What follows belongs to an exercise in optimizing a design on an open flow for small area and a short achievable clock period; a production flow would make more cautious choices.
At most, simulation tests tie the RTL to the original design; equivalence was not proved.

alpha:
==> flow/design.v (excerpt) <==
module datapathB_behavioral
  #(parameter WLx = 8, parameter WLc = 8)
  ( input signed [WLx-1:0] x,
    input signed [WLc-1:0] a, b, c,
    input CLK,
    output signed [(WLx+WLc+WLc)+1:0] outR
  );
Settings: LEC_CHECK=0, CAP_MARGIN=20, CORE_MARGIN=2, CORE_UTILIZATION=40, CTS_BUF_LIST=sky130_fd_sc_hd__clkbuf_8, CTS_CLUSTER_SIZE=40, SETUP_SLACK_MARGIN=3.3, SLEW_MARGIN=20; clock period 6.0 ns.
standard.sh (not shown) runs the stock make flow with config.mk's settings and CLKGATE_MAP_FILE= SYNTH_SCRIPT=/design/flow/synth_recipe.tcl, a recipe that flattens the netlist after the stock synthesis.
==> flow/flow/run.sh <==
#!/bin/bash
# Standard ORFS layout (standard.sh) with two changes: every port gets a buf_1 as its port
# buffer instead of the delay buffer that buffer_ports picks by default, and Yosys's synth
# skips its generic ABC pass before full adders are extracted (SYNTH_ARGS=-noabc), so the
# adder cells are found on the design's own XOR/majority structure.
set -euo pipefail
export BUFFER_PORTS_ARGS="-buffer_cell sky130_fd_sc_hd__buf_1"
export SYNTH_ARGS="-noabc"
bash standard.sh > standard_flow.log 2>&1
### alpha -> beta
==> flow/flow/run.sh <==
#!/bin/bash
# Standard ORFS layout (standard.sh) with two changes: every port gets a buf_2 as its port
# buffer instead of the delay buffer that buffer_ports picks by default, and full adders
# are left to ABC instead of being mapped to fa/ha cells (ADDER_MAP_FILE empty).
set -euo pipefail
export BUFFER_PORTS_ARGS="-buffer_cell sky130_fd_sc_hd__buf_2"
export ADDER_MAP_FILE=
bash standard.sh > standard_flow.log 2>&1
==> comparison <==
- Per the comparison of beta with alpha, flip-flop and latch share of the layout cell area has decreased; routed wire length up 4300 um; final instance area now larger.
- Against alpha as the reference, beta delivers a higher number of global-route vias before repair.
> inputs changed (beta -> gamma)
==> flow/flow/run.sh <==
#!/bin/bash
# Standard ORFS layout (standard.sh), except that every port gets a buf_2 as its port
# buffer instead of the delay buffer that buffer_ports picks by default.
set -euo pipefail
export BUFFER_PORTS_ARGS="-buffer_cell sky130_fd_sc_hd__buf_2"
bash standard.sh > standard_flow.log 2>&1
Across both runs, final-layout non-clock buffer area share was lower for gamma than for beta.
Going from beta to gamma, signed area change from the synthesized netlist to the final layout moved down, routed wire length moved down, worst setup slack after layout moved up.
Setup changes, gamma to delta
Settings: CORE_UTILIZATION now 55, was 40; SETUP_SLACK_MARGIN now 3.45, was 3.3.
==> notes.md <==
delta: all stages complete, timing, DRC and antenna checks passed
gamma has lower number of signal-net buffers in the layout than delta.
Wire length on met2 was lower in the run labelled gamma.
Between delta and gamma, it is delta whose setup slack after placement is lower, by 0.0068 ns.
NOTE: ratio of cells with drive above 1 in the final layout in delta exceeds that of gamma
Compared with gamma, delta shows a higher design area.
Post-layout worst setup margin up 0.068 ns in delta wrt gamma
delta vs gamma: final wirelength up by a few percent

* * *

datapathB_behavioral, a different RTL version from the one above (not shown whole).
Size: ~1,100 cells after synthesis, about 59 I/O pins, about 0.0092 sq mm of cells after synthesis.
export LEC_CHECK = 0
export ABC_CLOCK_PERIOD_IN_PS = 3000
export CAP_MARGIN = 20
export CORE_MARGIN = 2
export CORE_UTILIZATION = 40
export SETUP_SLACK_MARGIN = 3.0
export SLEW_MARGIN = 20
create_clock -name core_clock -period 6.0 [get_ports {CLK}]
run.sh (not shown) runs the stock make flow with config.mk's settings and CLKGATE_MAP_FILE= SYNTH_SCRIPT=/design/flow/synth_recipe.tcl, a recipe that flattens the netlist after the stock synthesis.
Stock flow here: none of the scripts above is used.
The baseline finished clean.
Edit:
--- a/flow/config.mk
+++ b/flow/config.mk
@@ -7,3 +7,3 @@
 export LEC_CHECK = 0
-export ABC_CLOCK_PERIOD_IN_PS = 3000
+export ABC_CLOCK_PERIOD_IN_PS = 4000
 export CAP_MARGIN = 20
@@ -11,3 +11,3 @@
 export CORE_UTILIZATION = 40
-export SETUP_SLACK_MARGIN = 3.0
+export SETUP_SLACK_MARGIN = 2.0
 export SLEW_MARGIN = 20
=>
- The changed run finished clean
- cell area went down by 4.1%
- count of clock-buffer cells in the layout is higher by 1
- utilization is lower by 2.2 points
- clock skew went up by 0.0057 ns
- die area stays the same
Edit:
--- a/flow/config.mk
+++ b/flow/config.mk
@@ -7,3 +7,2 @@
 export LEC_CHECK = 0
-export ABC_CLOCK_PERIOD_IN_PS = 4000
 export CAP_MARGIN = 20
@@ -11,3 +10,2 @@
 export CORE_UTILIZATION = 40
-export SETUP_SLACK_MARGIN = 2.0
 export SLEW_MARGIN = 20
The new run passed the timing, design-rule and antenna checks.
Routed wire length decreases by 13%.
Non-clock buffer count decreases by 80.
Sequential share of layout area increases by 2.4 points.
Worst hold slack is about the same.
Final area decreases by 14%.
Sequential cell count stays the same.
No run of this note included a check of the RTL's function; only the layout flow was run.

* * *

Another version of the RTL of datapathB_behavioral (not shown whole).
For scale: ~970 cells after synthesis, ~160 flip-flops, roughly 59 I/O pins, about 9500 µm² of cells after synthesis.
==> flow/config.mk <==
export PLATFORM = sky130hd
export DESIGN_NAME = datapathB_behavioral
export DESIGN_NICKNAME = datapathB_behavioral
export VERILOG_FILES = /design/flow/design.v
export SDC_FILE = /design/flow/constraint.sdc
export NUM_CORES = 4
export LEC_CHECK = 0
export CAP_MARGIN = 20
export CORE_MARGIN = 2
export CORE_UTILIZATION = 40
export CTS_BUF_LIST = sky130_fd_sc_hd__clkbuf_8
export CTS_CLUSTER_SIZE = 40
export SETUP_SLACK_MARGIN = 3.7
export SLEW_MARGIN = 20
==> flow/constraint.sdc <==
create_clock -name core_clock -period 6.0 [get_ports {CLK}]
set_input_delay 1.2000 -clock core_clock [delete_from_list [all_inputs] [get_ports {CLK}]]
set_output_delay 1.2000 -clock core_clock [all_outputs]
set_load 0.01 [all_outputs]
standard.sh (not shown) runs the stock make flow with config.mk's settings and CLKGATE_MAP_FILE= SYNTH_SCRIPT=/design/flow/synth_recipe.tcl, a recipe that flattens the netlist after the stock synthesis.
==> flow/flow/run.sh <==
#!/bin/bash
# Standard ORFS layout (standard.sh), except that every port gets a buf_2 as its port
# buffer instead of the delay buffer that buffer_ports picks by default.
set -euo pipefail
export BUFFER_PORTS_ARGS="-buffer_cell sky130_fd_sc_hd__buf_2"
bash standard.sh > standard_flow.log 2>&1
Change:
--- a/flow/config.mk
+++ b/flow/config.mk
@@ -11,4 +11,4 @@
 export CTS_BUF_LIST = sky130_fd_sc_hd__clkbuf_8
 export CTS_CLUSTER_SIZE = 40
-export SETUP_SLACK_MARGIN = 3.7
+export SETUP_SLACK_MARGIN = 3.3
 export SLEW_MARGIN = 20
Outcome: Maximum frequency rose by 0.84%; critical path depth fell by 1.
Function was not checked in any run of this note: the RTL went through the layout flow alone.

* * *

Another version of the RTL of datapathB_behavioral (not shown whole).
Size: roughly 160 flip-flops, ~59 I/O pins, about 9000 um2 of cells after synthesis.
==> flow/config.mk <==
export PLATFORM = sky130hd
export DESIGN_NAME = datapathB_behavioral
export DESIGN_NICKNAME = datapathB_behavioral
export VERILOG_FILES = /design/flow/design.v
export SDC_FILE = /design/flow/constraint.sdc
export NUM_CORES = 4
export LEC_CHECK = 0
export ABC_AREA = 1
export CAP_MARGIN = 20
export CORE_MARGIN = 2
export CORE_UTILIZATION = 40
export CTS_BUF_LIST = sky130_fd_sc_hd__clkbuf_8
export CTS_CLUSTER_SIZE = 30
export SETUP_SLACK_MARGIN = 3.5
export SLEW_MARGIN = 20
==> flow/constraint.sdc <==
create_clock -name core_clock -period 6.0 [get_ports {CLK}]
set_input_delay 1.2000 -clock core_clock [delete_from_list [all_inputs] [get_ports {CLK}]]
set_output_delay 1.2000 -clock core_clock [all_outputs]
set_load 0.01 [all_outputs]
==> flow/flow/run.sh <==
#!/bin/bash
# Standard ORFS layout (standard.sh) with two changes: every port gets a buf_2 as its port
# buffer instead of the delay buffer that buffer_ports picks by default, and Yosys's synth
# skips its generic ABC pass before full adders are extracted (SYNTH_ARGS=-noabc).
set -euo pipefail
export BUFFER_PORTS_ARGS="-buffer_cell sky130_fd_sc_hd__buf_2"
export SYNTH_ARGS="-noabc"
bash standard.sh > standard_flow.log 2>&1
==> next run, changes <==
CAP_MARGIN = 5   (was 20)
CTS_CLUSTER_SIZE = 40   (was 30)
SLEW_MARGIN = 5   (was 20)
After rerunning: Area after synthesis does not change; cell count stays the same; cell area stays the same; die area is unchanged; wire length does not change; fmax is unchanged.
==> next run, changes <==
CAP_MARGIN = 20   (was 5)
SETUP_SLACK_MARGIN = 3.4   (was 3.5)
SLEW_MARGIN = 20   (was 5)
Final area drops slightly; area after synthesis is unchanged; register-to-register slack loses 0.05 ns; routed wire length drops by a few percent; hold slack barely changes; first-iteration DRC count drops by about a fifth; maximum frequency drops by a few percent; sequential share of layout area climbs by 0.42 points; via count drops slightly.
==> next run, changes <==
==> flow/flow/run.sh (replaced) <==
#!/bin/bash
# Standard ORFS layout (standard.sh), except that every port gets a buf_2 as its port
# buffer instead of the delay buffer that buffer_ports picks by default.
set -euo pipefail
export BUFFER_PORTS_ARGS="-buffer_cell sky130_fd_sc_hd__buf_2"
bash standard.sh > standard_flow.log 2>&1
SETUP_SLACK_MARGIN = 3.5   (was 3.4)
=> The new run ran to the end with no violations; area after synthesis came out higher by 2.1%; wire length came out higher by 5.0%; clock skew is about the same; worst setup slack degrades by 0.017 ns; flip-flop and latch count does not change; final cell count came out higher by 6.6%.

* * *

Setup of raven:
Another version of the RTL of datapathB_behavioral (not shown whole).
Size in the first run: roughly 850 cells after synthesis, about 140 flip-flops, roughly 59 I/O pins, about 0.0084 sq mm of cells after synthesis.
==> flow/config.mk <==
export PLATFORM = sky130hd
export DESIGN_NAME = datapathB_behavioral
export DESIGN_NICKNAME = datapathB_behavioral
export VERILOG_FILES = /design/flow/design.v
export SDC_FILE = /design/flow/constraint.sdc
export NUM_CORES = 4
export LEC_CHECK = 0
export CAP_MARGIN = 20
export CORE_MARGIN = 2
export CORE_UTILIZATION = 40
export CTS_BUF_LIST = sky130_fd_sc_hd__clkbuf_8
export CTS_CLUSTER_SIZE = 40
export SETUP_SLACK_MARGIN = 2.5
export SLEW_MARGIN = 20
==> flow/constraint.sdc <==
create_clock -name core_clock -period 6.0 [get_ports {CLK}]
set_input_delay 1.2000 -clock core_clock [delete_from_list [all_inputs] [get_ports {CLK}]]
set_output_delay 1.2000 -clock core_clock [all_outputs]
set_load 0.01 [all_outputs]
run.sh (not shown) runs the stock make flow with config.mk's settings and CLKGATE_MAP_FILE= SYNTH_SCRIPT=/design/flow/synth_recipe.tcl, a recipe that flattens the netlist after the stock synthesis.
Stock flow here: none of the scripts above is used.
raven completed; timing, DRC and antenna clean
Setup changes, raven to violet
==> flow/flow/run.sh (new file) <==
#!/bin/bash
# Standard ORFS layout, with two changes: full adders are left to ABC instead of being
# mapped to fa/ha cells, and the port buffers are buf_2 instead of the delay buffer
# buffer_ports picks by default. Every port still gets its own buffer.
set -euo pipefail
export ADDER_MAP_FILE=
export BUFFER_PORTS_ARGS="-buffer_cell sky130_fd_sc_hd__buf_2"
bash standard.sh > standard_flow.log 2>&1
==> flow/standard.sh (new file) <==
#!/bin/bash
# synth_recipe.tcl (not shown) runs the flow's synth.tcl, then flattens the netlist and writes it again
# the make line also repeats each setting of config.mk as NAME=value (left out here)
make -C /OpenROAD-flow-scripts/flow DESIGN_CONFIG=/design/flow/config.mk WORK_HOME=/design/flow/orfs CLKGATE_MAP_FILE= SYNTH_SCRIPT=/design/flow/synth_recipe.tcl "${@:-finish}"
removed: flow/run.sh
Notes after the runs:
- In violet relative to raven, number of global-route vias before repair had gone up slightly.
- Looking at most common cell after layout, fill and taps aside, the dfxtp_1 result is from raven; the xnor2_1 one comes from violet.
- Comparing raven with violet, the final-layout setup total negative slack came out essentially unchanged.
- raven → violet: leftover overflow at the end of global routing comparable; sequential fraction of total cell area now smaller; worst hold slack comparable.
- Post-synthesis share of cell area spent on full adders, half adders and majority gates is higher on raven
- Final cell area: violet above raven
- Diff raven..violet | vertical die dimension | negligible
- Relative to raven, global-route usage decreased by 0.46 points in violet.
Input changes introduced in cedar (baseline for comparison: violet):
Settings: removing CTS_CLUSTER_SIZE (formerly 40); removing CTS_BUF_LIST (formerly sky130_fd_sc_hd__clkbuf_8).
==> flow/run.sh (new file) <==
#!/bin/bash
# synth_recipe.tcl (not shown) runs the flow's synth.tcl, then flattens the netlist and writes it again
# the make line also repeats each setting of config.mk as NAME=value (left out here)
make -C /OpenROAD-flow-scripts/flow DESIGN_CONFIG=/design/flow/config.mk WORK_HOME=/design/flow/orfs CLKGATE_MAP_FILE= SYNTH_SCRIPT=/design/flow/synth_recipe.tcl finish
removed: flow/flow/run.sh
removed: flow/standard.sh
cedar was carried through to the last stage, and its layout satisfied the timing, design-rule and antenna checks. cedar vs violet on global-route usage: cedar is the higher one. violet tops out at a lower clock frequency than cedar. In the tables for cedar and violet, setup slack reads lower with violet. The number of ordinary and repair buffers in the finished layout of cedar is lower than that of violet.
Function was not checked in any run of this note: the RTL went through the layout flow alone.

* * *

01-09:
Another version of the RTL of datapathB_behavioral (not shown whole).
Size: roughly 1,000 cells after synthesis, roughly 170 flip-flops, ~59 I/O pins.
Design datapathB_behavioral, start of the top module:
module datapathB_behavioral
  #(parameter WLx = 8, parameter WLc = 8)
  ( input signed [WLx-1:0] x,
    input signed [WLc-1:0] a, b, c,
    input CLK,
    output signed [(WLx+WLc+WLc)+1:0] outR
  );
  reg [11:0] ex1, ex2; reg [7:0] c1, c2; reg [8:0] w1;
  reg [15:0] yA1, yB1, y2;
  reg [22:0] zA3, zB3, z4; reg [8:0] w3;
  wire [11:0] ex0 = {x[7], ((x[7] & ~x[6] & ~x[5]) | (~x[7] & x[6] & x[5])), (x[6] ^ x[5]), x[5], ((x[5] & ~x[4] & ~x[3]) | (~x[5] & x[4] & x[3])), (x[4] ^ x[3]), x[3], ((x[3] & ~x[2] & ~x[1]) | (~x[3] & x[2] & x[1])), (x[2] ^ x[1]), x[1], (x[1] & ~x[0]), x[0]};
  wire n_1;
  wire n_2;
  wire n_3;
  wire n_4;
  wire n_5;
  wire n_6;
  wire n_7;
  wire n_8;
  wire n_9;
  wire n_10;
  wire n_11;
  wire n_12;
  wire n_13;
  wire n_14;
  wire n_15;
  wire n_16;
  wire n_17;
  wire n_18;
  wire n_19;
  wire n_20;
  wire n_21;
  wire n_22;
  wire n_23;
  wire n_24;
  wire n_25;
  wire n_26;
  wire n_27;
  wire n_28;
  wire n_29;
  wire n_30;
  wire n_31;
  wire n_32;
  wire n_33;
  wire n_34;
  wire n_35;
  wire n_36;
  wire n_37;
  wire n_38;
  wire n_39;
  wire n_40;
  wire n_41;
  wire n_42;
  wire n_43;
  wire n_44;
  wire n_45;
  wire n_46;
  wire n_47;
  wire n_48;
  wire n_49;
  wire n_50;
  wire n_51;
  wire n_52;
  wire n_53;
  wire n_54;
  wire n_55;
  wire n_56;
  wire n_57;
  wire n_58;
  wire n_59;
  wire n_60;
  wire n_61;
  wire n_62;
  wire n_63;
  wire n_64;
  wire n_65;
  wire n_66;
  wire n_67;
  wire n_68;
  wire n_69;
  wire n_70;
  wire n_71;
  wire n_72;
  wire n_73;
  wire n_74;
  wire n_75;
  wire n_76;
  ...
Settings: LEC_CHECK=0, CAP_MARGIN=20, CORE_MARGIN=2, CORE_UTILIZATION=40, CTS_BUF_LIST=sky130_fd_sc_hd__clkbuf_8, CTS_CLUSTER_SIZE=40, SETUP_SLACK_MARGIN=3.0, SLEW_MARGIN=20; clock period 6.0 ns.
standard.sh (not shown) runs the stock make flow with config.mk's settings and CLKGATE_MAP_FILE= SYNTH_SCRIPT=/design/flow/synth_recipe.tcl, a recipe that flattens the netlist after the stock synthesis.
==> flow/flow/run.sh <==
#!/bin/bash
# Standard ORFS layout (standard.sh), except that every port gets a buf_2 as its port
# buffer instead of the delay buffer that buffer_ports picks by default.
set -euo pipefail
export BUFFER_PORTS_ARGS="-buffer_cell sky130_fd_sc_hd__buf_2"
bash standard.sh > standard_flow.log 2>&1
01-09 completed; timing, DRC and antenna clean
Input changes introduced in 03-06 (baseline for comparison: 01-09):
==> flow/run.sh (new file) <==
#!/bin/bash
# synth_recipe.tcl (not shown) runs the flow's synth.tcl, then flattens the netlist and writes it again
# the make line also repeats each setting of config.mk as NAME=value (left out here)
make -C /OpenROAD-flow-scripts/flow DESIGN_CONFIG=/design/flow/config.mk WORK_HOME=/design/flow/orfs CLKGATE_MAP_FILE= SYNTH_SCRIPT=/design/flow/synth_recipe.tcl finish
removed: flow/flow/run.sh
removed: flow/standard.sh
[summary]
- Looking at the reports, 03-06 completed the entire flow and the layout it produced met the timing, design-rule and antenna checks.
- There was hardly any difference in number of nets at the end of the flow between 01-09 and 03-06.
- 03-06 vs 01-09, via count went down by 55.
- Logic depth of the worst path, buffers included, 01-09 and 03-06: smaller value in 01-09
- 01-09 → 03-06: met2 demand-to-capacity share in global routing lower; met2 wire length lower.
- Looking at 01-09 and 03-06, the total placed cells including tap cells is a wash.
- Changes observed in 03-06 relative to 01-09: setup slack of the critical path after layout went down by 120 ps, routed wire length went down by 2.2%, largest buffer count on any clock path was more or less identical.
No run of this note included a check of the RTL's function; only the layout flow was run.

[re-timing with driven ports]
The flow's constraints put no driver on any port. The routed layouts listed below were extracted and timed again, unchanged, in two steps. Step 1, drivers: a clkbuf_16 drives CLK and a buf_2 each remaining input, both assumed. Step 2, shift: input delay + t, output delay - t, t = (earliest + latest rising clock arrival at the registers) / 2. This alone moves slack from input paths to output paths. Slacks: ideal / step 1 / step 2; pairs: ideal / step 1.
run	t (ns)	slack for setup (ns)	latest minus earliest clock arrival (ns)	worst data-port slew with drivers (ns)
alpha	0.477	3.317 / 3.301 / 2.824	0.017 / 0.018	0.05
beta	0.493	2.838 / 2.838 / 2.838	0.019 / 0.019	0.06
gamma	0.483	3.375 / 3.333 / 2.850	0.012 / 0.012	0.09
delta	0.469	3.442 / 3.370 / 2.901	0.018 / 0.019	0.17
the first run of note 2	0.405	1.640 / 1.640 / 1.640	0.013 / 0.013	0.04
the second run of note 2	0.393	1.455 / 1.455 / 1.455	0.019 / 0.019	0.04
the third run of note 2	0.399	0.686 / 0.686 / 0.686	0.012 / 0.012	0.03
the first run of note 3	0.489	3.343 / 3.292 / 2.803	0.015 / 0.015	0.13
the second run of note 3	0.491	3.365 / 3.293 / 2.801	0.014 / 0.015	0.15
the first run of note 4	0.496	3.574 / 3.574 / 3.144	0.017 / 0.017	0.03
the second run of note 4	0.496	3.574 / 3.574 / 3.144	0.017 / 0.017	0.03
the third run of note 4	0.502	3.521 / 3.524 / 3.036	0.011 / 0.011	0.04
the fourth run of note 4	0.504	3.503 / 3.503 / 3.113	0.014 / 0.015	0.05
raven	0.490	2.328 / 2.328 / 2.328	0.011 / 0.011	0.04
violet	0.480	2.145 / 2.145 / 2.145	0.015 / 0.014	0.04
cedar	0.462	2.336 / 2.336 / 2.336	0.009 / 0.008	0.04
01-09	0.485	3.170 / 3.186 / 2.701	0.020 / 0.020	0.04
03-06	0.484	3.053 / 3.070 / 2.585	0.021 / 0.021	0.04
After both steps setup and hold are still met in every run listed. For the second run of note 3, which loses most, drivers alone change the setup slack by -0.072 ns; drivers and shift together by -0.564 ns.
